This design comes from an exercise in tuning for a short achievable clock period and few clock cycles per item on the open sky130 flow, not from production work. RTL that was checked went through simulation tests only; none was proved equivalent to the original. Only the layout flow was run in run 2; the RTL was not checked for function there. No activity file was given, so power comes from the tool's default toggle rates.

==> flow/design.v, too long to show whole: its modules and the start of the top module <==
// module add2: 6 lines
// module adder1: 6 lines
// module adder16: 20 lines
// module adder4: 10 lines
// module alu: 51 lines
// module branchlogic: 18 lines
// module btr16b: 5 lines
// module cla16b: 23 lines
// module cla4b: 27 lines
// module cond_set: 18 lines
// module control: 300 lines
// module control_ff: 17 lines
// module control_ff2: 15 lines
// module decode: 41 lines
// module decode2execute: 10 lines
// module dff: 11 lines
// module execute: 20 lines
// module execute2memory: 10 lines
// module fetch: 24 lines
// module fetch2decode: 30 lines
// module forwarder: 33 lines
// module fourbitlookahead: 11 lines
// module fulladder1: 10 lines
// module hazarddetector: 9 lines
// module memory: 40 lines
// module memory2writeback: 18 lines
// module mux16b2_1: 13 lines
// module mux16b4_1: 13 lines
// module mux2_1: 9 lines
// module mux4_1: 9 lines
// module mux4b2_1: 13 lines
// module nand2: 5 lines
// module not1: 5 lines
// module onebitlookahead: 6 lines
// module onebitreg: 7 lines
// module pc_plus2_plusimm: 10 lines
// module quadmux4_1: 13 lines
// module reg16: 21 lines
// module rf: 56 lines
// module rf_bypass: 14 lines
// module shifter: 43 lines
// module slbi: 8 lines
// module sub16b: 9 lines
// module wisc_pipe: 174 lines
// module writeback: 7 lines
// module xor2: 5 lines
module wisc_pipe (
   imem_addr, dmem_addr, dmem_wdata, dmem_rd, dmem_wr, halt,
   clk, rst, imem_rdata, dmem_rdata, mem_ready
   );
  // ...
==> flow/run.sh <==
#!/bin/bash
# synth_recipe.tcl (not shown) runs the flow's synth.tcl, then flattens the netlist and writes it again
# the make line also repeats each setting of config.mk as NAME=value (left out here)
make -C /OpenROAD-flow-scripts/flow DESIGN_CONFIG=/design/flow/config.mk WORK_HOME=/design/flow/orfs CLKGATE_MAP_FILE= SYNTH_SCRIPT=/design/flow/synth_recipe.tcl finish
==> flow/config.mk <==
export PLATFORM = sky130hd
export DESIGN_NAME = wisc_pipe
export DESIGN_NICKNAME = wisc_pipe
export VERILOG_FILES = /design/flow/design.v
export SDC_FILE = /design/flow/constraint.sdc
export NUM_CORES = 4
export LEC_CHECK = 0
export CAP_MARGIN = 20
export CORE_MARGIN = 2
export CORE_UTILIZATION = 40
export SLEW_MARGIN = 20
==> flow/constraint.sdc <==
create_clock -name core_clock -period 10.0 [get_ports {clk}]
set_input_delay 2.0000 -clock core_clock [delete_from_list [all_inputs] [get_ports {clk}]]
set_output_delay 2.0000 -clock core_clock [all_outputs]
set_load 0.01 [all_outputs]
==> flow_summary.ini, run 1 <==
[detailed_routing]
wl_per_cell_um = 26.4
routed.top_layer = met5
vias = 23143
wl_um = 97800

[finish]
final_common_cell = nor2_1
final_area_sq_um = 27300
nClkBuffers = 56
buffers = 150
final_util = 0.450
layout.nets = 3057
inv_count = 120
multi_input_area_sq_um = 15400
drive_above_1_share = 0.0944

[setup_path]
cpLargestDelayFamily = compound AO/OA/AOI/OAI gates
crit_type = flip-flop to output pin
cp_common_cell = a21oi_1
start_kind = flip-flop
reg2reg_depth = 25

[sta]
slew_headroom = 0.218
setup_viol = 0

[clock_network]
cts_max_level = 2
insertion_delay_ns = 0.60
cts_buffer_depth = 3

[place]
portBuffers = 85
placed_area_sq_um = 25600

[power]
p_int_mw = 2.94
clk-power_mw = 1.81
p_leak_nw = 9.84
seqPwrFrac = 0.374
clkPwrFrac = 0.424

[global_route]
grt_pass1_vias = 21960
grt_busiest_layer = met2
grt_use_total = 0.302

[synthesis]
yosys_warnings = 8
async_flop_share = 0
synth.top_cell.area_share = 0.302
synth.area.mux_share = 0.0940
synth_common_cells = 379 x nor2_1, 371 x dfxtp_1, 294 x nand2_1
ys_seq_area_frac = 0.302
synth_compound_area_frac = 0.259
synthAdderAreaFrac = 0.0820

[flow_run]
drv_cap = 0

[floorplan]
pin_count = 86
initial_core_util = 0.407

[status]
status = finished clean
Testbench counts, summed over its fixed seeds: cycles 62,453, instrs 39,926.
==> module wisc_pipe, before the edit <==
module wisc_pipe (
   imem_addr, dmem_addr, dmem_wdata, dmem_rd, dmem_wr, halt,
   clk, rst, imem_rdata, dmem_rdata, mem_ready
   );
   input clk;
   input rst;
   output [15:0] imem_addr;
   input [15:0]  imem_rdata;
   output [15:0] dmem_addr;
   output [15:0] dmem_wdata;
   output        dmem_rd;
   output        dmem_wr;
   input [15:0]  dmem_rdata;
   input         mem_ready;
   output        halt;
   wire [15:0] pcfromfetch;
   wire [15:0] pcF2D;
   wire [15:0] immF2D;
   wire [15:0] newPCfromdecode;
   wire [15:0] instrOrNop;
   wire [15:0] pcplustwof2d;
   wire [15:0] pcplustwod2e;
   wire [2:0]  ctlBranchCode;
   wire        ctlRegWrite;
   wire [1:0]  ctlRegDest;
   wire 	ctlAluSrc;
   wire [3:0] 	ctlAluOp;
   wire [2:0] 	ctlCondOp;
   wire		isJump;
   wire		isJumpRegister;
   wire 	ctlMemWrite;
   wire 	ctlMemRead;
   wire	[15:0]	pcPlusTwo;
   wire 	ctlMemToReg;
   wire [15:0] instruction;
   wire [15:0] readData1, readData2,
	       immExtend;
   wire [15:0] aluResult;
   wire        pcSrc;
   wire [15:0] memReadData;
   wire [15:0] regWriteData;
   wire Stall;
   wire [1:0] ctlRegDestNext;
   wire [2:0] ctlReg1Next, ctlReg2Next, ctlReg3Next, xReg1Sel, xReg2Sel;
   wire [35:0] controlSignals, ctlF2D, ctlD2E, ctlE2M;
   wire [31:0] d2ewire, d2mwire;
   wire [15:0] aluwire, fRegVal1, fRegVal2;
   wire        pcSrcWire, stallFD;
   wire [2:0]  reg2write2de, reg2write2em, reg2write2mw, reg2write2wd;
   wire [15:0] ALUResultm2wb, ReadDatam2wb, Instructionm2wb;
   wire 	RegWritem2wb, MemToRegm2wb, haltfd, haltde, haltem, haltmw;
   wire [15:0] instfd, instde, instem, instmw;
   wire        rtypefd, rtypede, rtypeem, rtypemw;  
   wire        stallMem, stallFetch, cacheHitMem, cacheHitFetch;
   wire        dmemErr, ctlErrWB;
   assign Stall = stallMem | stallFetch;
   assign halt = haltmw;
   fetch fetch0(.Clk(clk), .Rst(rst), .pcPlusTwo(pcPlusTwo), .pc(pcfromfetch), .StallOut(stallFetch),
		.Instruction(instruction), .Immediate(immExtend), .newPC(newPCfromdecode),
		.PcSrc(pcSrcWire|ctlF2D[34]), .regRS(readData1), .Stall(stallFD | Stall),
		.isJumpRegister(isJumpRegister),
		.ImemAddr(imem_addr), .ImemData(imem_rdata), .ImemReady(mem_ready));
   control control0(.instruction(instrOrNop), 
	   .RegDst(controlSignals[1:0]), 
	   .RegWrite(controlSignals[2]), 
	   .ALUSrc(controlSignals[3]), 
	   .MemRead(controlSignals[4]), 
	   .MemWrite(controlSignals[5]),
	   .MemToReg(controlSignals[6]), 
	   .ALUOpcode(controlSignals[10:7]), 
	   .Immediate(controlSignals[26:11]), 
	   .SetCode(controlSignals[29:27]),
           .BranchCode(controlSignals[32:30]),
	   .isJumpRegister(controlSignals[33]),
	   .isJump(controlSignals[34]),
	   .err(controlSignals[35]),
	   .RType(rtypefd));
	mux16b2_1 instrNopMux(.InA(instruction), .InB(16'b0000100000000000), 
			.S(pcSrcWire|ctlF2D[34]), .Out(instrOrNop)); 
   fetch2decode f2d(.Clk(clk), .Rst(rst), .pcIn(pcfromfetch), .pcOut(pcF2D), .pcplustwoin(pcPlusTwo),
		    .RegDestIn(controlSignals[1:0]), .immIn(controlSignals[26:11]), .immOut(immF2D),
		    .Reg1In(instruction[10:8]), .Reg2In(instruction[7:5]), .Reg3In(instruction[4:2]),
		    .Stall(stallFD | Stall), .Instruction(instrOrNop),
		    .RegDestOut(ctlRegDestNext), .pcplustwoout(pcplustwof2d),
		    .Reg1Out(ctlReg1Next), .Reg2Out(ctlReg2Next), .Reg3Out(ctlReg3Next)
		    );
   control_ff control_ff0(.control_in(controlSignals), .Inst_in(instrOrNop),
			  .clk(clk), .rst(rst), .Stall(stallFD | Stall), .Halt_in(instruction[15:11] == 5'b0),
			  .RType_in(rtypefd),
			  .control_out(ctlF2D), .Inst_out(instfd), .Halt_out(haltfd),
			  .RType_out(rtypede));
   decode decode0(.Clk(clk), .Rst(rst), .isJumpRegister(ctlF2D[33]),
		 .Reg1(ctlReg1Next), .Reg2(ctlReg2Next), .Reg3(ctlReg3Next),
		 .regToWriteTo(reg2write2wd),
		 .RegWrite(ctlRegWrite), .RegDest(ctlRegDestNext),
		 .WriteData(regWriteData),
		 .RegVal1(d2ewire[15:0]),
		 .RegVal2(d2ewire[31:16]),
		 .nxtRegToWriteTo(reg2write2de),
		 .BranchCode(ctlF2D[32:30]),
		 .PcSrc(pcSrcWire), .pc(pcF2D),
		 .imm(immF2D), .newPC(newPCfromdecode));
   decode2execute d2e(.RegVal1(d2ewire[15:0]), .RegVal2(d2ewire[31:16]), .Reg2Write2(reg2write2de),
		      .Reg1Sel(ctlReg1Next), .Reg2Sel(ctlReg2Next), .pcplustwoin(pcplustwof2d),
		      .Clk(clk), .Rst(rst), .Stall(stallFD | Stall),
		      .nextRV1(d2mwire[15:0]), .nextRV2(d2mwire[31:16]), .nxtReg2Write2(reg2write2em),
		      .nextReg1Sel(xReg1Sel), .nextReg2Sel(xReg2Sel), .pcplustwoout(pcplustwod2e));
   control_ff2 control_ff1(.control_in({36{~stallFD}} & ctlF2D), .clk(clk), .rst(rst), .Stall(Stall),
			  .Inst_in(instfd), .Halt_in(haltfd), 
			  .control_out(ctlD2E), .Inst_out(instde), .Halt_out(haltde));
   forwarder forwarder0(.MRd(reg2write2mw), .WRd(reg2write2wd), .XRs(xReg1Sel), .XRt(xReg2Sel), 
			.MRegWrite(ctlE2M[2]), .WRegWrite(ctlRegWrite),
			.XRegVal1(d2mwire[15:0]), .XRegVal2(d2mwire[31:16]), .MRegVal(aluResult), 
			.WRegVal(regWriteData), .RegVal1(fRegVal1), .RegVal2(fRegVal2));
   hazarddetector hazarddetector0(.XMemRead(ctlD2E[4]), .XRt(xReg2Sel), .DRs(ctlReg1Next),			  
				  .DRt(ctlReg2Next), .MRd(reg2write2mw), .XRd(reg2write2em), 
				  .MRegWrite(ctlE2M[2]), .XRegWrite(ctlD2E[2]), .RType(rtypede), .IsNOP(1'b0),
				  .Stall(stallFD));
   execute execute0(.Clk(clk), .Rst(rst), 
		    .Reg1(fRegVal1),
		    .Reg2(fRegVal2), 
		    .Imm(ctlD2E[26:11]),
		    .AluSrc(ctlD2E[3]), 
		    .AluOp(ctlD2E[10:7]),    
		    .CondOp(ctlD2E[29:27]),  
		    .Output(aluwire),
		    .pcPlusTwo(pcplustwod2e));
   execute2memory e2m0(.AluOut(aluwire), .RegVal1(fRegVal1), .RegVal2(fRegVal2),   
		       .Reg2Write2(reg2write2em), .Clk(clk), .Rst(rst), .Stall(Stall),
		       .nxtAluOut(aluResult), .nxtRV1(readData1), .nxtRV2(readData2),
		       .nxtReg2Write2(reg2write2mw));
   control_ff2 control_ff2(.control_in(ctlD2E), .clk(clk), .rst(rst),
			  .Inst_in(instde), .Stall(Stall), .Halt_in(haltde),
			  .control_out(ctlE2M), .Halt_out(haltem), .Inst_out(instem));
   memory memory0(.Clk(clk), .Rst(rst), 
		  .Addr(aluResult), 
		  .Data(readData2), 
		  .MemWrite((ctlE2M[5])&(~haltmw)), 
		  .MemRead(ctlE2M[4]), 
		  .ReadData(memReadData),
		  .Stall(stallMem),
		  .Err(dmemErr),
		  .CacheHit(cacheHitMem),
		  .DmemAddr(dmem_addr), .DmemWData(dmem_wdata), .DmemRd(dmem_rd),
		  .DmemWr(dmem_wr), .DmemRData(dmem_rdata), .DmemReady(mem_ready));
   control_ff2 control_ff3(.control_in(ctlE2M), .clk(clk), .rst(rst),
			  .Inst_in(instem), .Stall(Stall), .Halt_in(haltem),
			  .control_out({ctlErrWB,
					isJump,
					isJumpRegister,
					ctlBranchCode,
					ctlCondOp,
					immExtend,
					ctlAluOp,
					ctlMemToReg,
					ctlMemWrite,
					ctlMemRead,
					ctlAluSrc,
					ctlRegWrite,
					ctlRegDest}),
			   .Inst_out(instmw), .Halt_out(haltmw)					
			   );
    memory2writeback m2wb (.Clk(clk), .Rst(rst), .Stall(Stall),
            .RegWriteIn(ctlRegWrite), .ReadDataIn(memReadData), .ALUResultIn(aluResult),
            .DestRegIn(reg2write2mw), .MemToRegIn(ctlMemToReg), .InstructionIn(instmw),
            .RegWriteOut(RegWritem2wb), .ReadDataOut(ReadDatam2wb),
            .ALUResultOut(ALUResultm2wb), .DestRegOut(reg2write2wd),
            .MemToRegOut(MemToRegm2wb), .InstructionOut(Instructionm2wb));
   writeback writeback0(.AluData(ALUResultm2wb), 
			.MemoryData(ReadDatam2wb), 
			.MemToReg(ctlMemToReg),
			.Halt(haltmw),
			.WriteData(regWriteData));
endmodule  
==> run 2, diff against run 1 <==
==> flow/design.v (replaced) <==
module wisc_pipe (
   imem_addr, dmem_addr, dmem_wdata, dmem_rd, dmem_wr, halt,
   clk, rst, imem_rdata, dmem_rdata, mem_ready
   );
   input clk;
   input rst;
   output [15:0] imem_addr;
   input [15:0]  imem_rdata;
   output [15:0] dmem_addr;
   output [15:0] dmem_wdata;
   output        dmem_rd;
   output        dmem_wr;
   input [15:0]  dmem_rdata;
   input         mem_ready;
   output        halt;
   reg [15:0] pc;
   reg        stopped;           
   reg        halt_q;
   reg        d_v;               
   reg [15:0] d_ir;
   reg [15:0] d_pc2;             
   reg        d_pt;              
   reg        x_v;               
   reg        x_we;
   reg [2:0]  x_dst;
   reg        x_rd, x_wr;
   reg [15:0] x_a, x_b, x_imm, x_addr, x_eval;
   reg        x_useimm, x_inva, x_invb;
   reg        x_early;           
   reg        x_addt;            
   reg        r_add, r_xor, r_andn, r_rol, r_sll, r_ror, r_srl, r_btr,
              r_seq, r_slt, r_sle, r_sco, r_slbi, r_ev, r_ld;
   reg [15:0] rf [0:7];
   wire [15:0] xop  = x_useimm ? x_imm : x_b;
   wire [15:0] xa   = x_a ^ {16{x_inva}};
   wire [15:0] xb   = xop ^ {16{x_invb}};
   wire        xcin = x_inva | x_invb;
   wire [16:0] xsum = {1'b0, xa} + {1'b0, xb} + {16'b0, xcin};
   wire [3:0]  xsh  = xop[3:0];
   wire [31:0] rol2 = {x_a, x_a} << xsh;
   wire [31:0] ror2 = {x_a, x_a} >> xsh;
   wire        xeq  = (x_a == x_b);
   wire        xlt  = (x_a[15] ^ x_b[15]) ? x_a[15] : xsum[15];
   reg  [15:0] xbtr;
   integer     k;
   always @(*) for (k = 0; k < 16; k = k + 1) xbtr[k] = x_a[15-k];
   wire [15:0] x_res =
        ({16{r_add}}  & xsum[15:0])
      | ({16{r_xor}}  & (x_a ^ xop))
      | ({16{r_andn}} & (x_a & ~xop))
      | ({16{r_rol}}  & rol2[31:16])
      | ({16{r_sll}}  & (x_a << xsh))
      | ({16{r_ror}}  & ror2[15:0])
      | ({16{r_srl}}  & (x_a >> xsh))
      | ({16{r_btr}}  & xbtr)
      | ({16{r_seq}}  & {15'b0, xeq})
      | ({16{r_slt}}  & {15'b0, xlt})
      | ({16{r_sle}}  & {15'b0, xlt | xeq})
      | ({16{r_sco}}  & {15'b0, xsum[16]})
      | ({16{r_slbi}} & {x_a[7:0], x_imm[7:0]})
      | ({16{r_ev}}   & x_eval)
      | ({16{r_ld}}   & dmem_rdata);
   wire [15:0] xp = xa ^ xb;
   wire [15:0] xo = xa | xb;
   wire        xsum_zero = (xp[0] == xcin) & (xp[15:1] == xo[14:0]);
   wire x_mem   = x_rd | x_wr;
   wire stall_x = x_mem & ~mem_ready;
   wire [4:0] op  = d_ir[15:11];
   wire [2:0] rs  = d_ir[10:8];
   wire [2:0] rt  = d_ir[7:5];
   wire [2:0] rdr = d_ir[4:2];
   wire [15:0] s5 = {{11{d_ir[4]}}, d_ir[4:0]};
   wire [15:0] z5 = {11'b0, d_ir[4:0]};
   wire [15:0] s8 = {{8{d_ir[7]}}, d_ir[7:0]};
   wire i_halt  = (op == 5'b00000);
   wire i_addi  = (op == 5'b01000);
   wire i_subi  = (op == 5'b01001);
   wire i_xori  = (op == 5'b01010);
   wire i_andni = (op == 5'b01011);
   wire i_shi   = (op[4:2] == 3'b101);
   wire i_st    = (op == 5'b10000);
   wire i_ld    = (op == 5'b10001);
   wire i_stu   = (op == 5'b10011);
   wire i_btr   = (op == 5'b11001);
   wire i_arith = (op == 5'b11011);
   wire i_shr   = (op == 5'b11010);
   wire i_set   = (op[4:2] == 3'b111);
   wire i_br    = (op[4:2] == 3'b011);
   wire i_lbi   = (op == 5'b11000);
   wire i_slbi  = (op == 5'b10010);
   wire i_jal   = (op == 5'b00110);
   wire i_jr    = (op == 5'b00101);
   wire i_jalr  = (op == 5'b00111);
   wire i_mem   = i_st | i_ld | i_stu;
   wire i_jreg  = i_jr | i_jalr;
   wire i_link  = i_jal | i_jalr;
   wire use_rs = i_addi | i_subi | i_xori | i_andni | i_shi | i_mem | i_btr |
                 i_arith | i_shr | i_set | i_br | i_slbi | i_jreg;
   wire use_rt = i_st | i_stu | i_arith | i_shr | i_set;
   reg        d_we;
   reg [2:0]  d_dst;
   always @(*) begin
      d_we  = 1'b0;
      d_dst = rt;
      if (i_addi | i_subi | i_xori | i_andni | i_shi | i_ld) begin
         d_we = 1'b1; d_dst = rt;
      end else if (i_btr | i_arith | i_shr | i_set) begin
         d_we = 1'b1; d_dst = rdr;
      end else if (i_stu | i_lbi | i_slbi) begin
         d_we = 1'b1; d_dst = rs;
      end else if (i_link) begin
         d_we = 1'b1; d_dst = 3'd7;
      end
   end
   wire xw    = x_v & x_we;
   wire xw_rs = xw & (x_dst == rs);
   wire xw_rt = xw & (x_dst == rt);
   wire [15:0] rf_rs = rf[rs];
   wire [15:0] rf_rt = rf[rt];
   wire [15:0] rsv   = xw_rs ? x_eval : rf_rs;    
   wire br_eqne  = ~op[1];                         
   wire rs_zero  = (xw_rs & ~x_early) ? xsum_zero : (rsv == 16'h0000);
   wire rs_neg   = rsv[15];
   reg  br_taken;
   always @(*) begin
      case (op[1:0])
         2'b00: br_taken = rs_zero;
         2'b01: br_taken = ~rs_zero;
         2'b10: br_taken = rs_neg;
         default: br_taken = ~rs_neg;
      endcase
   end
   wire rs_late = xw_rs & ~x_early;
   wire haz_d   = d_v & rs_late &
                  (i_mem | i_jreg | (i_br & ~(br_eqne & x_addt)));
   wire [15:0] agu     = rsv + s5;
   wire [15:0] jr_tgt  = rsv + s8;
   wire [15:0] br_tgt  = d_pc2 + s8;
   wire        br_miss = i_br & (br_taken != d_pt) & (d_ir[7:0] != 8'h00);
   wire        redir_d = d_v & ~rs_late & (br_miss | i_jreg) |
                         d_v & rs_late & i_br & br_eqne & x_addt & br_miss;
   wire [15:0] tgt_d   = i_jreg ? jr_tgt : (br_taken ? br_tgt : d_pc2);
   wire hold_d = haz_d | stall_x;
   wire [15:0] iw   = imem_rdata;
   wire [15:0] pc2  = pc + 16'd2;
   wire        f_j  = (iw[15:13] == 3'b001) & ~iw[11];    
   wire        f_br = (iw[15:13] == 3'b011);
   wire        f_pt = f_j | (f_br & (iw[7] | iw[11]));
   wire [15:0] f_tj = pc2 + {{5{iw[10]}}, iw[10:0]};
   wire [15:0] f_tb = pc2 + {{8{iw[7]}}, iw[7:0]};
   wire [15:0] f_tgt = f_j ? f_tj : f_tb;
   wire f_go = ~stopped & ~haz_d & mem_ready;     
   always @(posedge clk) begin
      if (rst) begin
         pc      <= 16'h0000;
         stopped <= 1'b0;
         halt_q  <= 1'b0;
         d_v     <= 1'b0;
         d_pt    <= 1'b0;
      end else begin
         if (redir_d)
            pc <= tgt_d;
         else if (f_go)
            pc <= f_pt ? f_tgt : pc2;
         if (~hold_d) begin
            d_v  <= mem_ready & ~redir_d & ~stopped & ~(d_v & i_halt);
            d_ir <= iw;
            d_pc2 <= pc2;
            d_pt <= f_pt;
            if (d_v & i_halt) begin
               stopped <= 1'b1;
               halt_q  <= 1'b1;
            end
         end
      end
   end
   always @(posedge clk) begin
      if (rst) begin
         x_v  <= 1'b0;
         x_we <= 1'b0;
         x_rd <= 1'b0;
         x_wr <= 1'b0;
         x_early <= 1'b0;
         x_addt <= 1'b0;
      end else if (~stall_x) begin
         x_v  <= d_v & ~haz_d;
         x_we <= d_v & ~haz_d & d_we;
         x_rd <= d_v & ~haz_d & i_ld;
         x_wr <= d_v & ~haz_d & (i_st | i_stu);
         x_early <= i_lbi | i_link | i_stu;
         x_addt  <= i_addi | i_subi | i_arith & (d_ir[1:0] == 2'b00 || d_ir[1:0] == 2'b01);
      end
   end
   always @(posedge clk) begin
      if (~stall_x) begin
         x_dst  <= d_dst;
         x_a    <= xw_rs ? x_res : rf_rs;
         x_b    <= xw_rt ? x_res : rf_rt;
         x_addr <= agu;
         x_eval <= i_lbi ? s8 : i_link ? d_pc2 : agu;
         x_imm  <= i_shi ? {12'b0, d_ir[3:0]} :
                   (i_xori | i_andni) ? z5 :
                   i_slbi ? {8'b0, d_ir[7:0]} : s5;
         x_useimm <= ~(i_arith | i_shr | i_set);
         x_inva <= i_subi | (i_arith & d_ir[1:0] == 2'b01);
         x_invb <= i_set & (op[1:0] != 2'b11);
         r_add  <= i_addi | i_subi | (i_arith & ~d_ir[1]);
         r_xor  <= i_xori | (i_arith & d_ir[1:0] == 2'b10);
         r_andn <= i_andni | (i_arith & d_ir[1:0] == 2'b11);
         r_rol  <= (i_shi & op[1:0] == 2'b00) | (i_shr & d_ir[1:0] == 2'b00);
         r_sll  <= (i_shi & op[1:0] == 2'b01) | (i_shr & d_ir[1:0] == 2'b01);
         r_ror  <= (i_shi & op[1:0] == 2'b10) | (i_shr & d_ir[1:0] == 2'b10);
         r_srl  <= (i_shi & op[1:0] == 2'b11) | (i_shr & d_ir[1:0] == 2'b11);
         r_btr  <= i_btr;
         r_seq  <= i_set & op[1:0] == 2'b00;
         r_slt  <= i_set & op[1:0] == 2'b01;
         r_sle  <= i_set & op[1:0] == 2'b10;
         r_sco  <= i_set & op[1:0] == 2'b11;
         r_slbi <= i_slbi;
         r_ev   <= i_lbi | i_link | i_stu;
         r_ld   <= i_ld;
      end
   end
   always @(posedge clk) begin
      if (x_we)
         rf[x_dst] <= x_res;
   end
   assign imem_addr  = pc;
   assign dmem_addr  = x_addr;
   assign dmem_wdata = x_b;
   assign dmem_rd    = x_rd;
   assign dmem_wr    = x_wr;
   assign halt       = halt_q;
endmodule
==> run 2 against run 1 <==
Compared with the run above: clock power is 34% lower; flip-flop and latch count is 86 lower; global-route usage is 4.8 points lower; setup slack better by 3.8 ns; synthesized cell count is 34% lower; largest power group is now sequential cells; wire length is 32% lower; clock-buffer cell count is 17 lower; die area is 19% lower; sequential share of layout area is 9.5 points higher; largest cell class unchanged; combinational power is 39% higher; worst hold slack better by 0.017 ns; power is 5.1% lower; critical path type is now flip-flop to flip-flop.
==> flow_summary.ini, run 2 <==
[status]
status = finished clean

[floorplan]
initial_core_util = 0.406
coreArea_sq_um = 49100
die_h_um = 227
die_x_um = 227
pin_count = 86
rows = 81
die-area_sq_um = 51500

[global_route]
grt_pass1_wl_um = 98100
antenna_found_initial = 1
grt_use_total = 0.254
grt_max_degree = 79
overflow = 0
grt_pass1_vias = 15706

[detailed_routing]
vias = 16114
drc = 0
ant_nets = 0
drt-initial-drc-count = 1460
wl_met3_um = 4030
drt_first_pass_iters = 5
wl_per_cell_um = 24.6
wl_met1_um = 28100
via_per_inst = 5.99
dr_wl_met2_um = 31700
routed.top_layer = met4
wl_um = 66200

[synthesis]
synth.area.mux_share = 0.130
async_flop_share = 0
synth_area_leaders = edfxtp_1 38%, mux2i_1 7.4%, ha_1 6.4%
syn_nets = 2111
synth-edff-count = 254
syn_avg_cell_area_sq_um = 10.1
ys_seq_area_frac = 0.414
synth_top_area_cell = edfxtp_1
synthDistinctLibCells = 77
ys_ff_latch = 285
yosys_warnings = 1
post-synth-top-count-cell = edfxtp_1
synthAdderAreaFrac = 0.0690
synth_area_sq_um = 19900
synth_common_cells = 254 x edfxtp_1, 193 x nand2_1, 159 x nor2_1
synth_top_family_by_area = compound AO/OA/AOI/OAI gates
synth.top_cell.area_share = 0.383
syn_inst = 1970
synth-simple-area-share = 0.130
synthFlopType = edfxtp_1
synth_xor_area_frac = 0.0621
synth_compound_area_frac = 0.156

[finish]
diodes = 0
synthToLayoutAreaGrowth_pct = 13.0
largest_register = rf
drive_above_1_share = 0.0790
layout.nets = 2143
final_cell_mix = 254 x edfxtp_1, 193 x nand2_1, 159 x nor2_1
final_common_cell = edfxtp_1
largest_reg_flops = 128

[clock_network]
insertion_delay_ns = 0.58
cts_buffer_depth = 3
cts_hold_buf = 0
post_cts_buffers = 0
cts_max_level = 1
cts_buffers = 30
clkTransAtPathRegs_ns = 0.06
cts_tree = built
cts_resized = 0
cts_sinks = 285
cts_root_buf = clkbuf_16

[power]
ir_worst_vdd_v = 0.000189
finalPower_mw = 4.05
power.density_nw_per_um2 = 180
p_leak_nw = 8.76

[place]
dp_hpwl_um = 48100
portBuffers = 85
place.gp.congestion = 0.933

[sta]
hold_viol = 0
slew_headroom = 0.189
fin_setup_tns_ns = 0
tightest_slew_ns = 1.21
setup_viol = 0
rsz0062_at_grt = false
slew_violations = 0
fin_crit_ns = 5.39
period_share = 0.539
final.setup_skew_ns = 0.0125
clock.fmax_ghz = 0.185

[hold_path]
hold_path_class = flip-flop to flip-flop

[setup_path]
required_ns = 10.27
cp_slowest_cell = edfxtp_1
end_kind = flip-flop
worstPathMaxFanout = 36
critPathMaxStageDelay_ns = 0.66
cp_data_arrival_time_ns = 5.66
crit_type = flip-flop to flip-flop
start_kind = flip-flop
crit_chain = mux2i_4 -> buf_4 -> xnor2_1 -> fa_1 -> fa_1 -> nand3_1 -> a21o_1 -> a21oi_1 -> o21ai_0 -> a31oi_1 -> o41ai_1 -> o31a_1 -> a21oi_1 -> a211oi_1 -> inv_1

[flow_run]
drv_cap = 0
-- run 2: cell types whose count changed after synthesis, moves of 35 or more --
cell      before  now
a21oi_1      221  128
xor2_1        21   70
nor2_1       379  159
buf_4         52    7
edfxtp_1       0  254
mux2i_1      104  148
inv_1        113   69
nand2_1      294  193
fa_1          44    5
o211ai_1      48   13
a211oi_1     210   37
dfxtp_1      371   31
clkbuf_1     204   86
-- run 2: final timing paths --
kind | startpoint | endpoint | slack [ns] | depth (start not counted)
hold reg to reg | x_addt | x_addt | 0.47 | 2
setup / recovery | x_useimm | rf[6][0] | 4.61 | 15
setup reg to reg | x_useimm | rf[6][0] | 4.61 | 15
hold / removal | x_addt | x_addt | 0.47 | 2
-- run 2: logic make-up after synthesis --
kind of cell / count (synthesis)
compound gates: 477
xor+xnor: 141
fa+ha+maj: 107
buf+inv: 189
flops: 285
mux: 207
simple gates: 564
-- run 2: metal layers --
metal,vias to the layer above,global-route usage
li1,7437,-
met1,7982,0.340
met2,565,0.430
met3,130,0.0292
met4,0,0.0869
met5,-,0
-- run 2: layout make-up --
| cell class | instances | area (sq um) |
|---|---|---|
| repair buffers | 119 | 1110 |
| fillers | 4665 | 26600 |
| multi-input cells | 1496 | 10900 |
| clock buffers | 39 | 836 |
| inverters | 70 | 265 |
| well taps | 664 | 831 |
| clock inverters | 17 | 240 |
| flip-flops and latches | 285 | 8250 |
-- run 2: power by group --
group	internal, mW	switching (mW)
Sequential	1.46	0.191
Clock	0.720	0.483
Combinational	0.490	0.707
-- run 2: worst max-delay path: cells and delay by family, from the launching register on --
kind,cells,cell delay [ns]
muxes,1,0.30
adders and majority gates,2,0.99
and+or+nand+nor,1,0.14
buffers and inverters,2,0.77
AOI/OAI and AO/OA,8,1.98
DFF,1,0.66
xor gates and xnor gates,1,0.20
-- run 2: through the flow --
| stage | hold slack (ns) | area, sq um | cells | setup slack [ns] | util |
|---|---|---|---|---|---|
| after floorplan | 0.427 | 19900 | 1970 | 4.56 | - |
| after global placement | 0.440 | 21400 | 2633 | 4.27 | 0.436 |
| after detailed placement | 0.464 | 21400 | 2634 | 4.23 | 0.436 |
| after CTS | 0.476 | 22500 | 2690 | 4.65 | 0.458 |
| after global routing | 0.483 | 22500 | 2690 | 4.27 | 0.458 |
| final | 0.472 | 22500 | 2690 | 4.61 | 0.458 |
==> run 3, diff against run 2 <==
--- a/flow/design.v
+++ b/flow/design.v
@@ -15,2 +15,31 @@
    output        halt;
+   function [11:0] pdec;
+      input [15:0] w;
+      reg we, br, ld, st, stu, jreg, hlt, lbi, link;
+      reg [2:0] dst;
+      reg [4:0] o;
+      begin
+         o    = w[15:11];
+         br   = (o[4:2] == 3'b011);
+         ld   = (o == 5'b10001);
+         st   = (o == 5'b10000) | (o == 5'b10011);
+         stu  = (o == 5'b10011);
+         jreg = (o == 5'b00101) | (o == 5'b00111);
+         hlt  = (o == 5'b00000);
+         lbi  = (o == 5'b11000);
+         link = (o == 5'b00110) | (o == 5'b00111);
+         we   = 1'b0;
+         dst  = w[7:5];
+         if ((o[4:2] == 3'b010) | (o[4:2] == 3'b101) | ld) begin
+            we = 1'b1; dst = w[7:5];
+         end else if ((o == 5'b11001) | (o[4:1] == 4'b1101) | (o[4:2] == 3'b111)) begin
+            we = 1'b1; dst = w[4:2];
+         end else if (stu | lbi | (o == 5'b10010)) begin
+            we = 1'b1; dst = w[10:8];
+         end else if (link) begin
+            we = 1'b1; dst = 3'd7;
+         end
+         pdec = {we, dst, br, ld, st, stu, jreg, hlt, lbi, link};
+      end
+   endfunction
    reg [15:0] pc;
@@ -22,2 +51,6 @@
    reg        d_pt;              
+   reg        d_we, d_br, d_ld, d_st, d_stu, d_jreg, d_halt, d_lbi, d_link;
+   reg [2:0]  d_dst;
+   reg [7:0]  d_rs_oh, d_rt_oh;  
+   reg        d_fxrs, d_fxrt;    
    reg        x_v;               
@@ -26,3 +59,3 @@
    reg        x_rd, x_wr;
-   reg [15:0] x_a, x_b, x_imm, x_addr, x_eval;
+   reg [15:0] x_a, x_b, x_sd, x_imm, x_addr, x_eval;
    reg        x_useimm, x_inva, x_invb;
@@ -68,5 +101,2 @@
    wire [4:0] op  = d_ir[15:11];
-   wire [2:0] rs  = d_ir[10:8];
-   wire [2:0] rt  = d_ir[7:5];
-   wire [2:0] rdr = d_ir[4:2];
    wire [15:0] s5 = {{11{d_ir[4]}}, d_ir[4:0]};
@@ -74,3 +104,2 @@
    wire [15:0] s8 = {{8{d_ir[7]}}, d_ir[7:0]};
-   wire i_halt  = (op == 5'b00000);
    wire i_addi  = (op == 5'b01000);
@@ -80,5 +109,2 @@
    wire i_shi   = (op[4:2] == 3'b101);
-   wire i_st    = (op == 5'b10000);
-   wire i_ld    = (op == 5'b10001);
-   wire i_stu   = (op == 5'b10011);
    wire i_btr   = (op == 5'b11001);
@@ -87,37 +113,17 @@
    wire i_set   = (op[4:2] == 3'b111);
-   wire i_br    = (op[4:2] == 3'b011);
-   wire i_lbi   = (op == 5'b11000);
    wire i_slbi  = (op == 5'b10010);
-   wire i_jal   = (op == 5'b00110);
-   wire i_jr    = (op == 5'b00101);
-   wire i_jalr  = (op == 5'b00111);
-   wire i_mem   = i_st | i_ld | i_stu;
-   wire i_jreg  = i_jr | i_jalr;
-   wire i_link  = i_jal | i_jalr;
-   wire use_rs = i_addi | i_subi | i_xori | i_andni | i_shi | i_mem | i_btr |
-                 i_arith | i_shr | i_set | i_br | i_slbi | i_jreg;
-   wire use_rt = i_st | i_stu | i_arith | i_shr | i_set;
-   reg        d_we;
-   reg [2:0]  d_dst;
+   reg [15:0] rf_rs, rf_rt;
+   integer j;
    always @(*) begin
-      d_we  = 1'b0;
-      d_dst = rt;
-      if (i_addi | i_subi | i_xori | i_andni | i_shi | i_ld) begin
-         d_we = 1'b1; d_dst = rt;
-      end else if (i_btr | i_arith | i_shr | i_set) begin
-         d_we = 1'b1; d_dst = rdr;
-      end else if (i_stu | i_lbi | i_slbi) begin
-         d_we = 1'b1; d_dst = rs;
-      end else if (i_link) begin
-         d_we = 1'b1; d_dst = 3'd7;
-      end
-   end
-   wire xw    = x_v & x_we;
-   wire xw_rs = xw & (x_dst == rs);
-   wire xw_rt = xw & (x_dst == rt);
-   wire [15:0] rf_rs = rf[rs];
-   wire [15:0] rf_rt = rf[rt];
-   wire [15:0] rsv   = xw_rs ? x_eval : rf_rs;    
+      rf_rs = 16'h0000;
+      rf_rt = 16'h0000;
+      for (j = 0; j < 8; j = j + 1) begin
+         rf_rs = rf_rs | (rf[j] & {16{d_rs_oh[j]}});
+         rf_rt = rf_rt | (rf[j] & {16{d_rt_oh[j]}});
+      end
+   end
+   wire [15:0] rsv = d_fxrs ? x_eval : rf_rs;    
+   wire rs_late    = d_fxrs & ~x_early;
    wire br_eqne  = ~op[1];                         
-   wire rs_zero  = (xw_rs & ~x_early) ? xsum_zero : (rsv == 16'h0000);
+   wire rs_zero  = rs_late ? xsum_zero : (rsv == 16'h0000);
    wire rs_neg   = rsv[15];
@@ -132,14 +138,22 @@
    end
-   wire rs_late = xw_rs & ~x_early;
-   wire haz_d   = d_v & rs_late &
-                  (i_mem | i_jreg | (i_br & ~(br_eqne & x_addt)));
-   wire [15:0] agu     = rsv + s5;
-   wire [15:0] jr_tgt  = rsv + s8;
+   wire haz_d = d_v & rs_late &
+                (d_ld | d_st | d_jreg | (d_br & ~(br_eqne & x_addt)));
+   wire [5:0]  agu_lo  = {1'b0, rsv[4:0]} + {1'b0, d_ir[4:0]};
+   wire [10:0] agu_hi  = (agu_lo[5] & ~d_ir[4]) ? rsv[15:5] + 11'd1 :
+                         (~agu_lo[5] & d_ir[4]) ? rsv[15:5] - 11'd1 :
+                         rsv[15:5];
+   wire [15:0] agu     = {agu_hi, agu_lo[4:0]};
+   wire [8:0]  jr_lo   = {1'b0, rsv[7:0]} + {1'b0, d_ir[7:0]};
+   wire [7:0]  jr_hi   = (jr_lo[8] & ~d_ir[7]) ? rsv[15:8] + 8'd1 :
+                         (~jr_lo[8] & d_ir[7]) ? rsv[15:8] - 8'd1 :
+                         rsv[15:8];
+   wire [15:0] jr_tgt  = {jr_hi, jr_lo[7:0]};
    wire [15:0] br_tgt  = d_pc2 + s8;
-   wire        br_miss = i_br & (br_taken != d_pt) & (d_ir[7:0] != 8'h00);
-   wire        redir_d = d_v & ~rs_late & (br_miss | i_jreg) |
-                         d_v & rs_late & i_br & br_eqne & x_addt & br_miss;
-   wire [15:0] tgt_d   = i_jreg ? jr_tgt : (br_taken ? br_tgt : d_pc2);
+   wire        br_miss = d_br & (br_taken != d_pt) & (d_ir[7:0] != 8'h00);
+   wire        redir_d = d_v & ~rs_late & (br_miss | d_jreg) |
+                         d_v & rs_late & d_br & br_eqne & x_addt & br_miss;
+   wire [15:0] tgt_d   = d_jreg ? jr_tgt : (br_taken ? br_tgt : d_pc2);
    wire hold_d = haz_d | stall_x;
    wire [15:0] iw   = imem_rdata;
+   wire [11:0] f_dec = pdec(iw);
    wire [15:0] pc2  = pc + 16'd2;
@@ -148,5 +162,11 @@
    wire        f_pt = f_j | (f_br & (iw[7] | iw[11]));
-   wire [15:0] f_tj = pc2 + {{5{iw[10]}}, iw[10:0]};
-   wire [15:0] f_tb = pc2 + {{8{iw[7]}}, iw[7:0]};
-   wire [15:0] f_tgt = f_j ? f_tj : f_tb;
+   wire [8:0]  fb_lo = {1'b0, pc2[7:0]} + {1'b0, iw[7:0]};
+   wire [7:0]  fb_hi = (fb_lo[8] & ~iw[7]) ? pc2[15:8] + 8'd1 :
+                       (~fb_lo[8] & iw[7]) ? pc2[15:8] - 8'd1 :
+                       pc2[15:8];
+   wire [11:0] fj_lo = {1'b0, pc2[10:0]} + {1'b0, iw[10:0]};
+   wire [4:0]  fj_hi = (fj_lo[11] & ~iw[10]) ? pc2[15:11] + 5'd1 :
+                       (~fj_lo[11] & iw[10]) ? pc2[15:11] - 5'd1 :
+                       pc2[15:11];
+   wire [15:0] f_tgt = f_j ? {fj_hi, fj_lo[10:0]} : {fb_hi, fb_lo[7:0]};
    wire f_go = ~stopped & ~haz_d & mem_ready;     
@@ -158,3 +178,4 @@
          d_v     <= 1'b0;
-         d_pt    <= 1'b0;
+         d_fxrs  <= 1'b0;
+         d_fxrt  <= 1'b0;
       end else begin
@@ -165,7 +186,4 @@
          if (~hold_d) begin
-            d_v  <= mem_ready & ~redir_d & ~stopped & ~(d_v & i_halt);
-            d_ir <= iw;
-            d_pc2 <= pc2;
-            d_pt <= f_pt;
-            if (d_v & i_halt) begin
+            d_v  <= mem_ready & ~redir_d & ~stopped & ~(d_v & d_halt);
+            if (d_v & d_halt) begin
                stopped <= 1'b1;
@@ -174,2 +192,16 @@
          end
+         if (~stall_x) begin
+            d_fxrs <= ~haz_d & d_v & d_we & (d_dst == iw[10:8]);
+            d_fxrt <= ~haz_d & d_v & d_we & (d_dst == iw[7:5]);
+         end
+      end
+   end
+   always @(posedge clk) begin
+      if (~hold_d) begin
+         d_ir  <= iw;
+         d_pc2 <= pc2;
+         d_pt  <= f_pt;
+         {d_we, d_dst, d_br, d_ld, d_st, d_stu, d_jreg, d_halt, d_lbi, d_link} <= f_dec;
+         d_rs_oh <= 8'b1 << iw[10:8];
+         d_rt_oh <= 8'b1 << iw[7:5];
       end
@@ -187,6 +219,6 @@
          x_we <= d_v & ~haz_d & d_we;
-         x_rd <= d_v & ~haz_d & i_ld;
-         x_wr <= d_v & ~haz_d & (i_st | i_stu);
-         x_early <= i_lbi | i_link | i_stu;
-         x_addt  <= i_addi | i_subi | i_arith & (d_ir[1:0] == 2'b00 || d_ir[1:0] == 2'b01);
+         x_rd <= d_v & ~haz_d & d_ld;
+         x_wr <= d_v & ~haz_d & d_st;
+         x_early <= d_lbi | d_link | d_stu;
+         x_addt  <= i_addi | i_subi | i_arith & ~d_ir[1];
       end
@@ -196,6 +228,6 @@
          x_dst  <= d_dst;
-         x_a    <= xw_rs ? x_res : rf_rs;
-         x_b    <= xw_rt ? x_res : rf_rt;
+         x_a    <= d_fxrs ? x_res : rf_rs;
+         x_b    <= d_fxrt ? x_res : rf_rt;
          x_addr <= agu;
-         x_eval <= i_lbi ? s8 : i_link ? d_pc2 : agu;
+         x_eval <= d_lbi ? s8 : d_link ? d_pc2 : agu;
          x_imm  <= i_shi ? {12'b0, d_ir[3:0]} :
@@ -219,5 +251,9 @@
          r_slbi <= i_slbi;
-         r_ev   <= i_lbi | i_link | i_stu;
-         r_ld   <= i_ld;
-      end
+         r_ev   <= d_lbi | d_link | d_stu;
+         r_ld   <= d_ld;
+      end
+   end
+   always @(posedge clk) begin
+      if (~stall_x & d_st)
+         x_sd <= d_fxrt ? x_res : rf_rt;
    end
@@ -229,3 +265,3 @@
    assign dmem_addr  = x_addr;
-   assign dmem_wdata = x_b;
+   assign dmem_wdata = x_sd;
    assign dmem_rd    = x_rd;
==> flow/flow/run.sh (new file) <==
#!/bin/bash
set -euo pipefail
bash standard.sh SETUP_SLACK_MARGIN=${MARGIN:-7} TNS_END_PERCENT=100 finish > standard_finish.log 2>&1
==> flow/standard.sh (new file) <==
#!/bin/bash
# synth_recipe.tcl (not shown) runs the flow's synth.tcl, then flattens the netlist and writes it again
# the make line also repeats each setting of config.mk as NAME=value (left out here)
make -C /OpenROAD-flow-scripts/flow DESIGN_CONFIG=/design/flow/config.mk WORK_HOME=/design/flow/orfs CLKGATE_MAP_FILE= SYNTH_SCRIPT=/design/flow/synth_recipe.tcl "${@:-finish}"
removed: flow/run.sh
==> run 3 against run 2 <==
Compared with the run above: still clean; first-iteration DRC count grew 57%; combinational power up about 40%; wire length grew 19%; non-clock buffer count is 168 higher; final area rose by 20%; largest cell class unchanged.
==> flow_summary.ini, run 3 <==
[clock_network]
cts_buffer_depth = 3
cts_sinks = 321
cts_root_buf = clkbuf_16
insertion_delay_ns = 0.60
cts_hold_buf = 0
clkTransAtPathRegs_ns = 0.07
cts_tree = built
cts_buffers = 31
cts_max_level = 1

[synthesis]
synth_area_sq_um = 20800
synth_common_cells = 296 x edfxtp_1, 148 x nand2_1, 129 x nor2_1
ys_ff_latch = 321
synth_xor_area_frac = 0.0638
synth.top_cell.area_share = 0.427
synth-simple-area-share = 0.132
syn_nets = 2168
async_flop_share = 0
yosys_warnings = 1
synthDistinctLibCells = 91
post-synth-top-count-cell = edfxtp_1
synth_area_leaders = edfxtp_1 43%, ha_1 5.4%, mux2i_1 4.8%
ys_seq_area_frac = 0.451
synth_top_family_by_area = compound AO/OA/AOI/OAI gates
syn_avg_cell_area_sq_um = 10.2
synth_top_area_cell = edfxtp_1
syn_inst = 2038
synth.area.mux_share = 0.0561
synth_compound_area_frac = 0.191
synthFlopType = edfxtp_1
synth-edff-count = 296
synthAdderAreaFrac = 0.0603

[global_route]
overflow = 0
grt_use_total = 0.280
grt_pass1_wl_um = 113000
grt_pass1_vias = 17658
antenna_found_initial = 0
grt_max_degree = 59

[detailed_routing]
ant_nets = 0
via_per_inst = 6.27
vias = 18336
wl_um = 78800
drc = 0
drt_first_pass_iters = 6
wl_per_cell_um = 26.9
drt-initial-drc-count = 2293

[power]
p_leak_nw = 10.2
finalPower_mw = 4.81
ir_worst_vdd_v = 0.000149
power.density_nw_per_um2 = 178

[sta]
slew_headroom = 0.276
clock.fmax_ghz = 0.236
slew_violations = 0
rsz0062_at_grt = true
setup_viol = 0
fin_crit_ns = 4.23
holdWs_ns = 0.465
tightest_slew_ns = 1.09
fin_setup_tns_ns = 0
setup_ws_ns = 5.77
hold_viol = 0
period_share = 0.423
final.setup_skew_ns = 0.0328

[finish]
final_common_cell = edfxtp_1
final_util = 0.526
diodes = 0
instances_no_fill = 2924
largest_reg_flops = 128
largest_register = rf
n_fill_cell = 4462
final_cell_mix = 296 x edfxtp_1, 143 x nand2_1, 131 x buf_4
synthToLayoutAreaGrowth_pct = 29.6
drive_above_1_share = 0.285
final_area_sq_um = 27000
layout.nets = 2349

[setup_path]
required_ns = 10.46
rrSetupSlack_ns = 5.79
crit_type = primary input to flip-flop
worstPathMaxFanout = 4
end_kind = flip-flop
cp_data_arrival_time_ns = 4.69
start_kind = primary input

[place]
placed_area_sq_um = 22600
portBuffers = 85
post-place-cells = 2691
place.gp.congestion = 1.00
dp_hpwl_um = 51900
pre_cts_ws_ns = 4.39

[hold_path]
hold_path_class = flip-flop to flip-flop

[floorplan]
die-area_sq_um = 53900
pin_count = 86
coreArea_sq_um = 51400
initial_core_util = 0.405
die_h_um = 232
die_x_um = 232
rows = 83

[flow_run]
drv_cap = 0

[status]
status = finished clean
==> run 3: kinds of logic (layout without fill, tap and decap cells) <==
logic type	count (synthesis)	in the layout
AND/OR/NAND/NOR	546	546
flip-flops	321	321
XOR/XNOR	148	148
multiplexers	115	117
adder cells (fa/ha/maj)	98	98
buffers and inverters	235	438
AO/OA/AOI/OAI	575	576
==> run 3: cell type report <==
type,instances,area (sq um),area share
Timing Repair Buffer,287,2720,0.101
Sequential cell,321,9440,0.349
Timing Repair inverter,1,8.76,0.000324
Clock buffer,36,847,0.0314
Multi-Input combinational cell,1485,12400,0.459
Clock inverter,22,339,0.0125
Inverter,92,419,0.0155
Tap cell,680,851,0.0315
==> run 3: worst paths after layout <==
path / depth (start not counted) / startpoint / endpoint
worst max-delay path: 16 / imem_rdata[0] / pc[13]
worst min-delay path: 2 / x_addt / x_addt
worst max register to register: 18 / x_useimm / rf[0][14]
worst min register to register: 2 / x_addt / x_addt
==> run 3: metal layers <==
| metal | global-route usage | share of wire | up-vias |
|---|---|---|---|
| met5 | 0 | 0 | - |
| met4 | 0.138 | 0.055 | 0 |
| met3 | 0.0370 | 0.089 | 223 |
| met2 | 0.432 | 0.45 | 1103 |
| met1 | 0.388 | 0.41 | 8938 |
| li1 | - | - | 8072 |
==> run 3: worst max-delay path: stages <==
cell and delay (ns):
buf_6 0.10, ha_4 0.16, fa_2 0.38, a21oi_4 0.17, o21bai_2 0.08, buf_6 0.13
nor4_4 0.32, buf_4 0.21, buf_4 0.11, nor4_2 0.03, a32o_1 0.29, nor3_2 0.17
xor2_1 0.18, nor2_1 0.07, xnor2_1 0.18, o22ai_1 0.10
==> run 3: repair_timing <==
item,4_1_cts,5_1_grt
buffers inserted,124,39
pin swaps,83,81
cloned,9,3
resized for setup,498,183
setup endpoints to repair,440,372
hold endpoints to repair,0,0
==> run 3: power breakdown <==
group          leakage, nW  switching (mW)  internal [mW]
logic                 6.41           0.944          0.737
clock network        0.580           0.526          0.818
registers             3.24           0.166           1.62
total                 10.2            1.64           3.17
Testbench counts of run 3, summed over its fixed seeds: cycles 42,736, instrs 39,926.
==> run 4, diff against run 3 <==
==> flow/run.sh (new file) <==
#!/bin/bash
# synth_recipe.tcl (not shown) runs the flow's synth.tcl, then flattens the netlist and writes it again
# the make line also repeats each setting of config.mk as NAME=value (left out here)
make -C /OpenROAD-flow-scripts/flow DESIGN_CONFIG=/design/flow/config.mk WORK_HOME=/design/flow/orfs CLKGATE_MAP_FILE= SYNTH_SCRIPT=/design/flow/synth_recipe.tcl finish
--- a/flow/config.mk
+++ b/flow/config.mk
@@ -10,2 +10,3 @@
 export CORE_UTILIZATION = 40
+export SETUP_SLACK_MARGIN = 5
 export SLEW_MARGIN = 20
removed: flow/flow/run.sh
removed: flow/standard.sh
==> run 4 against run 3 <==
Compared with the run above: die area unchanged; largest cell class unchanged; utilization is 7.1 points lower; setup slack got worse by 0.69 ns; final area shrank 13%; worst hold slack improved by 0.0048 ns; largest power group unchanged; via count is 6.1% lower; maximum frequency fell by 14%; flip-flop and latch count unchanged.
==> flow_summary.ini, run 4 <==
[clock_network]
cts_root_buf = clkbuf_16
cts_max_level = 1
clkTransAtPathRegs_ns = 0.06
insertion_delay_ns = 0.59
cts_tree = built
cts_buffers = 31
cts_hold_buf = 0
cts_buffer_depth = 3
cts_sinks = 321

[synthesis]
synth_common_cells = 296 x edfxtp_1, 148 x nand2_1, 129 x nor2_1
synth_area_leaders = edfxtp_1 43%, ha_1 5.4%, mux2i_1 4.8%
synthFlopType = edfxtp_1
syn_nets = 2168
async_flop_share = 0
yosys_warnings = 1
post-synth-top-count-cell = edfxtp_1
synth_top_area_cell = edfxtp_1
synth-edff-count = 296
ys_seq_area_frac = 0.451
syn_inst = 2038
synth.top_cell.area_share = 0.427
ys_ff_latch = 321
synth_area_sq_um = 20800
syn_avg_cell_area_sq_um = 10.2
synthDistinctLibCells = 91

[finish]
final_area_sq_um = 23400
largest_reg_flops = 128
largest_register = rf
layout.nets = 2187
final_common_cell = edfxtp_1
final_cell_mix = 296 x edfxtp_1, 148 x nand2_1, 128 x nor2_1
diodes = 0
synthToLayoutAreaGrowth_pct = 12.2
drive_above_1_share = 0.0711

[global_route]
grt_max_degree = 83
grt_pass1_vias = 16456
antenna_found_initial = 0
overflow = 0
grt_use_total = 0.263
grt_pass1_wl_um = 106000

[setup_path]
worstPathMaxFanout = 47
r2r_start = x_useimm
cp_data_arrival_time_ns = 5.21
start_kind = flip-flop
end_kind = flip-flop
cp_slowest_cell = a2111oi_1
crit_type = flip-flop to flip-flop
crit_chain = buf_4 -> mux2i_4 -> buf_12 -> xor2_1 -> fa_1 -> inv_1 -> fa_1 -> a21o_1 -> a21o_1 -> a2111oi_1 -> o31ai_1 -> a21o_1 -> a21o_1 -> a31oi_1 -> xnor2_1 -> a221oi_2 -> inv_1
critPathMaxStageDelay_ns = 0.56
cp_common_cell = a21o_1
startpoint = x_useimm
required_ns = 10.29

[sta]
fin_crit_ns = 4.92
setup_viol = 0
fin_setup_tns_ns = 0
final.setup_skew_ns = 0.0108
clock.fmax_ghz = 0.203
setup_ws_ns = 5.08
period_share = 0.492
slew_headroom = 0.268
slew_violations = 0
rsz0062_at_grt = true
tightest_slew_ns = 1.10
hold_viol = 0
holdWs_ns = 0.470

[status]
status = finished clean

[hold_path]
hold_path_class = flip-flop to flip-flop
hold_start = x_addt

[detailed_routing]
drc = 0
wl_um = 72300
wl_per_cell_um = 26.2
vias = 17210
drt-initial-drc-count = 2285
drt_first_pass_iters = 9
via_per_inst = 6.23
ant_nets = 0

[place]
pre_cts_ws_ns = 4.34
dp_hpwl_um = 51600
placed_area_sq_um = 22200
portBuffers = 85
place.gp.congestion = 0.982

[flow_run]
drv_cap = 0

[floorplan]
die_x_um = 232
coreArea_sq_um = 51400
rows = 83
initial_core_util = 0.405
die_h_um = 232
pin_count = 86
die-area_sq_um = 53900

[power]
p_leak_nw = 8.82
finalPower_mw = 4.15
ir_worst_vdd_v = 0.000159
power.density_nw_per_um2 = 177
-- run 4: report_power, final --
| part | internal, mW | leakage (nW) | switching, mW | total, mW |
|---|---|---|---|---|
| registers | 1.62 | 3.22 | 0.157 | 1.78 |
| logic | 0.467 | 5.10 | 0.742 | 1.21 |
| clock network | 0.650 | 0.490 | 0.512 | 1.16 |
-- run 4: logic make-up after synthesis --
| group | after synthesis | synth area share |
|---|---|---|
| AO/OA/AOI/OAI | 575 | 0.191 |
| XOR/XNOR | 148 | 0.0638 |
| adder cells (fa/ha/maj) | 98 | 0.0603 |
| buffers and inverters | 235 | 0.0462 |
| flip-flops | 321 | 0.451 |
| multiplexers | 115 | 0.0561 |
| AND/OR/NAND/NOR | 546 | 0.132 |
-- run 4: what timing repair did --
action | CTS | global route
resized for setup | 6 | 15
setup endpoints to repair | 80 | 68
buffers inserted | 7 | 2
pin swaps | 1 | 1
-- run 4: per-stage QoR --
step / util / instances
final: 0.455 / 2761
after global routing: 0.455 / 2761
after CTS: 0.453 / 2759
after detailed placement: 0.433 / 2695
after global placement: 0.433 / 2695
after floorplan: - / 2038
-- run 4: critical path: cells and delay by family, from the launching register on --
| kind | cells | cell delay [ns] |
|---|---|---|
| AO/OA/AOI/OAI | 8 | 2.23 |
| buffers and inverters | 4 | 0.73 |
| adder cells (fa/ha/maj) | 2 | 0.64 |
| XOR/XNOR | 2 | 0.39 |
| flip-flops | 1 | 0.34 |
| multiplexers | 1 | 0.27 |
-- run 4: layer usage --
metal  GRT usage  routed length (um)  up-vias
li1            -                   -     7743
met1       0.369               31000     8354
met2       0.404               31900      952
met3      0.0319                5910      161
met4       0.121                3530        0
met5           0                   0        -
-- run 4: area by class of cell --
cell class / instances / area, sq um
flip-flops and latches: 321 / 9390
inverters: 92 / 349
fillers: 4842 / 28000
multi-input cells: 1482 / 10600
well taps: 680 / 851
repair buffers: 129 / 1200
clock inverters: 20 / 198
clock buffers: 37 / 798
-- run 4: final timing paths --
path	end	slack, ns	cells after the start
min	x_addt	0.47	2
min reg2reg	x_addt	0.47	2
max reg2reg	rf[2][14]	5.08	17
max	rf[2][14]	5.08	17

## port drivers added, routing unchanged
Ports are ideal in the flow. The routed layouts listed here were re-timed in OpenROAD. Step 1 assumes that a clkbuf_16 drives the clock port and a buf_2 every other input. Step 2 adds t to the input delays and takes it off the output delays; t is the mean of the earliest and latest rising clock arrival at the registers after step 1. Input paths then give back, and output paths get back, about the clock's delay inside the block. a / b / c = no drivers / after step 1 / after step 2; a / b = the first two.
run | t, ns | slack for setup (ns) | latest minus earliest clock arrival (ns)
run 1 | 0.644 | 0.837 / 0.776 / 1.420 | 0.036 / 0.036
run 2 | 0.637 | 4.607 / 4.607 / 4.200 | 0.013 / 0.013
run 3 | 0.635 | 5.771 / 5.791 / 5.156 | 0.032 / 0.032
run 4 | 0.639 | 5.085 / 5.085 / 4.549 | 0.012 / 0.012
After both steps every run listed still meets setup and hold. For run 3, which loses most, drivers alone change the setup slack by +0.020 ns; drivers and shift together by -0.615 ns.
